From an optimization exercise on the open Yosys and OpenROAD flow, aimed at a short achievable clock period and few clock cycles; shortcuts taken in it are not production practice.
The RTL was checked by simulation tests, not by an equivalence proof against the original design.
Power is estimated from default activity; no workload was simulated.

==> inputs of harbor <==
## mp3_datapath
module mp3_datapath
(
	input clk,
	input rst,
	input logic [31:0] data_mem_rdata,
	input logic [31:0] instr_mem_rdata,
	input cache_hit,
	output logic [31:0] instr_mem_addr,
	output logic [31:0] data_mem_addr,
	output logic [3:0] data_mem_byte_en,
	output logic [31:0] data_mem_wdata,
	output logic data_mem_read,
	output logic data_mem_write
);
localparam int BI = 5;               
localparam int NB = 1 << BI;         
localparam int TL = BI + 2;          
localparam int TH = 10;              
localparam int TW = TH - TL + 1;
localparam logic [6:0] OP_LUI   = 7'b0110111;
localparam logic [6:0] OP_AUIPC = 7'b0010111;
localparam logic [6:0] OP_JAL   = 7'b1101111;
localparam logic [6:0] OP_JALR  = 7'b1100111;
localparam logic [6:0] OP_BR    = 7'b1100011;
localparam logic [6:0] OP_LOAD  = 7'b0000011;
localparam logic [6:0] OP_STORE = 7'b0100011;
localparam logic [6:0] OP_IMM   = 7'b0010011;
localparam logic [6:0] OP_REG   = 7'b0110011;
logic [31:0] pc_f;
logic          btb_v   [NB];
logic [1:0]    btb_ctr [NB];
logic [TW-1:0] btb_tag [NB];
logic [15:2]   btb_tgt [NB];    
logic          btb_ret [NB];
logic [31:0]   ras;
logic        f2_v;
logic [31:0] f2_pc, f2_pn;
logic        f2_hit, f2_tk;
logic [1:0]  f2_ctr;
logic        use_ibuf;
logic [31:0] ibuf;
logic        d_v;
  ...
clock: 15.0 ns
lec_check: 0
abc_clock_period_in_ps: 4000
cap_margin: 20
core_margin: 2
core_utilization: 35
slew_margin: 20
standard.sh (not shown) runs the stock make flow with config.mk's settings and CLKGATE_MAP_FILE= SYNTH_SCRIPT=/design/flow/synth_recipe.tcl, a recipe that flattens the netlist after the stock synthesis.
==> flow/flow/run.sh <==
#!/bin/bash
# Standard ORFS layout; repair_timing aims for setup slack well beyond the
# clock period's needs so the achieved period is pushed down.
set -euo pipefail
bash standard.sh SETUP_SLACK_MARGIN=11 finish > flow_make.log 2>&1
==> zinc: changes against harbor <==
--- a/flow/design.v
+++ b/flow/design.v
@@ -1026,19 +1026,25 @@
 logic [1:0]    u_ctr;
 logic [31:0] rf [32];
 logic [BI-1:0] f_idx;
 logic          f_hit, f_taken;
 logic [31:0]   f_pn;
 logic [1:0]    f_ctr;
 assign instr_mem_addr = pc_f;
 assign f_idx = pc_f[TL-1:2];
-assign f_hit = btb_v[f_idx] && (btb_tag[f_idx] == pc_f[TH:TL]);
+logic [NB-1:0] f_hitv, f_tkv;
+always_comb
+	for (int i = 0; i < NB; i++) begin
+		f_hitv[i] = btb_v[i] && (btb_tag[i] == pc_f[TH:TL]);
+		f_tkv[i]  = f_hitv[i] && btb_ctr[i][1];
+	end
+assign f_hit = f_hitv[f_idx];
 assign f_ctr = btb_ctr[f_idx];
-assign f_taken = f_hit && f_ctr[1];
+assign f_taken = f_tkv[f_idx];
 logic [31:0]   f_btb, f_pc4;
 assign f_btb = btb_ret[f_idx] ? ras : {pc_f[31:16], btb_tgt[f_idx], 2'b00};
 assign f_pc4 = pc_f + 32'd4;
 assign f_pn = f_taken ? f_btb : f_pc4;
 logic [31:0] f2_ins;
 assign f2_ins = use_ibuf ? ibuf : instr_mem_rdata;
 logic [6:0]  d_op;
 logic [2:0]  d_f3;
@@ -1138,33 +1144,61 @@
 logic [31:0] x_wdata;
 logic [3:0]  x_be;
 function automatic logic [31:0] fwd(input logic [31:0] r, input logic [2:0] s);
 	fwd = ({32{s[0]}} & m_res) | ({32{s[1]}} & w2_res) | ({32{s[2]}} & r);
 endfunction
 assign x_a  = fwd(e_a, e_fa);
 assign x_b  = fwd(e_b, e_fb);
 assign x_sd = fwd(e_sd, e_fs);
+function automatic logic [31:0] ks_sum(input logic [31:0] a, input logic [31:0] b, input logic cin);
+	logic [31:0] p, g, gg, pp;
+	p = a ^ b;
+	g = a & b;
+	gg = g;
+	pp = p;
+	gg[0] = g[0] | (p[0] & cin);
+	for (int k = 0; k < 5; k++)
+		for (int i = 31; i >= (1 << k); i--) begin
+			gg[i] = gg[i] | (pp[i] & gg[i - (1 << k)]);
+			pp[i] = pp[i] & pp[i - (1 << k)];
+		end
+	ks_sum = p ^ {gg[30:0], cin};
+endfunction
+function automatic logic ks_geu(input logic [31:0] a, input logic [31:0] b);
+	logic [31:0] p, g, gg, pp;
+	p = ~(a ^ b);
+	g = a & ~b;
+	gg = g;
+	pp = p;
+	gg[0] = g[0] | p[0];
+	for (int k = 0; k < 5; k++)
+		for (int i = 31; i >= (1 << k); i--) begin
+			gg[i] = gg[i] | (pp[i] & gg[i - (1 << k)]);
+			pp[i] = pp[i] & pp[i - (1 << k)];
+		end
+	ks_geu = gg[31];
+endfunction
 logic [2:0][31:0] src_a, src_b;
 logic [8:0][31:0] suma9, sums9;
 logic [8:0]       eq9, lt9, ltu9;
 assign src_a[0] = m_res;
 assign src_a[1] = w2_res;
 assign src_a[2] = e_a;
 assign src_b[0] = m_res;
 assign src_b[1] = w2_res;
 assign src_b[2] = e_b;
 always_comb begin
 	for (int i = 0; i < 3; i++)
 		for (int j = 0; j < 3; j++) begin
-			suma9[3*i+j] = src_a[i] + src_b[j];
-			sums9[3*i+j] = src_a[i] - src_b[j];
+			suma9[3*i+j] = ks_sum(src_a[i], src_b[j], 1'b0);
+			sums9[3*i+j] = ks_sum(src_a[i], ~src_b[j], 1'b1);
 			eq9[3*i+j]  = src_a[i] == src_b[j];
-			lt9[3*i+j]  = $signed(src_a[i]) < $signed(src_b[j]);
-			ltu9[3*i+j] = src_a[i] < src_b[j];
+			ltu9[3*i+j] = ~ks_geu(src_a[i], src_b[j]);
+			lt9[3*i+j]  = ltu9[3*i+j] ^ src_a[i][31] ^ src_b[j][31];
 		end
 	x_sum = 32'd0;
 	for (int k = 0; k < 9; k++) x_sum = x_sum | ({32{e_sela[k]}} & suma9[k]) | ({32{e_sels[k]}} & sums9[k]);
 	x_eq  = |(e_sel9 & eq9);
 	x_lt  = |(e_sel9 & lt9);
 	x_ltu = |(e_sel9 & ltu9);
 end
 assign x_sll = x_a << x_b[4:0];
@@ -1222,33 +1256,31 @@
 		3'b100: l_val = {24'd0, l_sh[7:0]};
 		3'b101: l_val = {16'd0, l_sh[15:0]};
 		default: l_val = data_mem_rdata;
 	endcase
 end
 logic redirect, stall;
 logic pend;
 logic [31:0] p_tgt;
-assign redirect = x_mis | pend;
-logic [31:0] pc_norm, pc_t, pc_n, pc_next;
+assign redirect = pend;
+logic [31:0] pc_norm, pc_next;
 logic [31:0] pc_other;
 logic        f_use;
 always_comb begin
 	if (pend) pc_other = p_tgt;
 	else if (stall) pc_other = pc_f;
 	else if (d_redir) pc_other = d_rtgt;
 	else pc_other = f_pc4;
 end
 assign f_use = f_taken & ~pend & ~stall & ~d_redir;
 assign pc_norm = f_use ? f_btb : pc_other;
 assign mis_t = e_v & ~pend & ~e_jalr & ~e_eq_tgt;
 assign mis_n = e_v & ~pend & ~e_jalr & ~e_eq_pc4;
-assign pc_t = mis_t ? e_tgt : pc_norm;
-assign pc_n = mis_n ? e_pc4 : pc_norm;
-assign pc_next = x_taken ? pc_t : pc_n;
+assign pc_next = pc_norm;
 assign stall = d_hz;
 always_ff @(posedge clk) begin
 	if (rst) begin
 		pc_f <= 32'h00000060;
 		f2_v <= 1'b0;
 		use_ibuf <= 1'b0;
 		d_v <= 1'b0;
 		e_v <= 1'b0;
@@ -1258,17 +1290,17 @@
 		u_we <= 1'b0;
 		pend <= 1'b0;
 		data_mem_read <= 1'b0;
 		data_mem_write <= 1'b0;
 		data_mem_addr <= 32'd0;
 		data_mem_wdata <= 32'd0;
 		data_mem_byte_en <= 4'd0;
 	end else if (cache_hit) begin
-		pend <= x_mis_j & ~pend;
+		pend <= (x_mis | x_mis_j) & ~pend;
 		pc_f <= pc_next;
 		if (redirect) begin
 			f2_v <= 1'b0;
 			use_ibuf <= 1'b0;
 			d_v <= 1'b0;
 		end else if (stall) begin
 			if (f2_v && !use_ibuf) use_ibuf <= 1'b1;
 		end else if (d_redir) begin
@@ -1353,17 +1385,17 @@
 		w_rd   <= m_rd;
 		w_res  <= m_res;
 		w_f3   <= m_f3;
 		w_a    <= data_mem_addr[1:0];
 		w2_rd  <= w_rd;
 		w2_res <= w_load ? l_val : w_res;
 		u_idx    <= e_pc[TL-1:2];
 		u_tag    <= e_pc[TH:TL];
-		p_tgt    <= {x_sum[31:1], 1'b0};
+		p_tgt    <= e_jalr ? {x_sum[31:1], 1'b0} : x_redir;
 		u_tgt    <= e_tgt[15:2];
 		u_jalr   <= e_jalr;
 		u_tgt_we <= x_taken;
 		u_valid  <= e_br | e_jal | e_jalr;
 		u_ret    <= e_ret;
 		if (e_jal | e_jalr)
 			u_ctr <= 2'b11;
 		else if (!e_hit)
==> summary of the runs <==
Sequential share of layout area: harbor is lower than zinc (1.1 points). Between zinc and harbor, the lower power is in harbor (gap 0.46%, measured against harbor). Critical path depth is the same in harbor and zinc. Of zinc and harbor, harbor has the higher synthesized cell count (gap about 1%, measured against harbor). Maximum frequency: zinc is lower than harbor (about 2.3%). Combinational power is about the same in zinc and harbor. Area after synthesis: zinc is lower than harbor (0.44%). Utilization: harbor is higher than zinc (1.0 points). Of zinc and harbor, zinc has the higher sequential power (gap about 1%, measured against harbor).
Testbench counts of harbor, summed over its fixed seeds: cycles 66,023.
Testbench counts of zinc, summed over its fixed seeds: cycles 66,805.

what the ideal ports hide:
The flow's constraints put no driver on any port. The routed layouts listed below were extracted and timed again, unchanged, in two steps.
Step 1 sets driving cells, clkbuf_16 on the clock port and buf_2 on the other inputs (assumed; they add their load-dependent delay and slew).
Step 2 times the ports against the registers' clock, not the clock port: input delays grow and output delays shrink by t, the midpoint of the rising clock arrivals with the driver on.
a / b / c = no drivers / after step 1 / after step 2; a / b = the first two.
| run | t (ns) | slack for setup (ns) | worst setup path at the end | latest minus earliest clock arrival (ns) |
|---|---|---|---|---|
| harbor | 1.034 | 9.989 / 9.989 / 9.827 | input to register | 0.063 / 0.064 |
| zinc | 1.010 | 9.871 / 9.871 / 9.490 | input to register | 0.106 / 0.106 |
After both steps setup and hold are still met in every run listed. For zinc, which loses most, drivers alone change the setup slack by 0.000 ns; drivers and shift together by -0.381 ns.
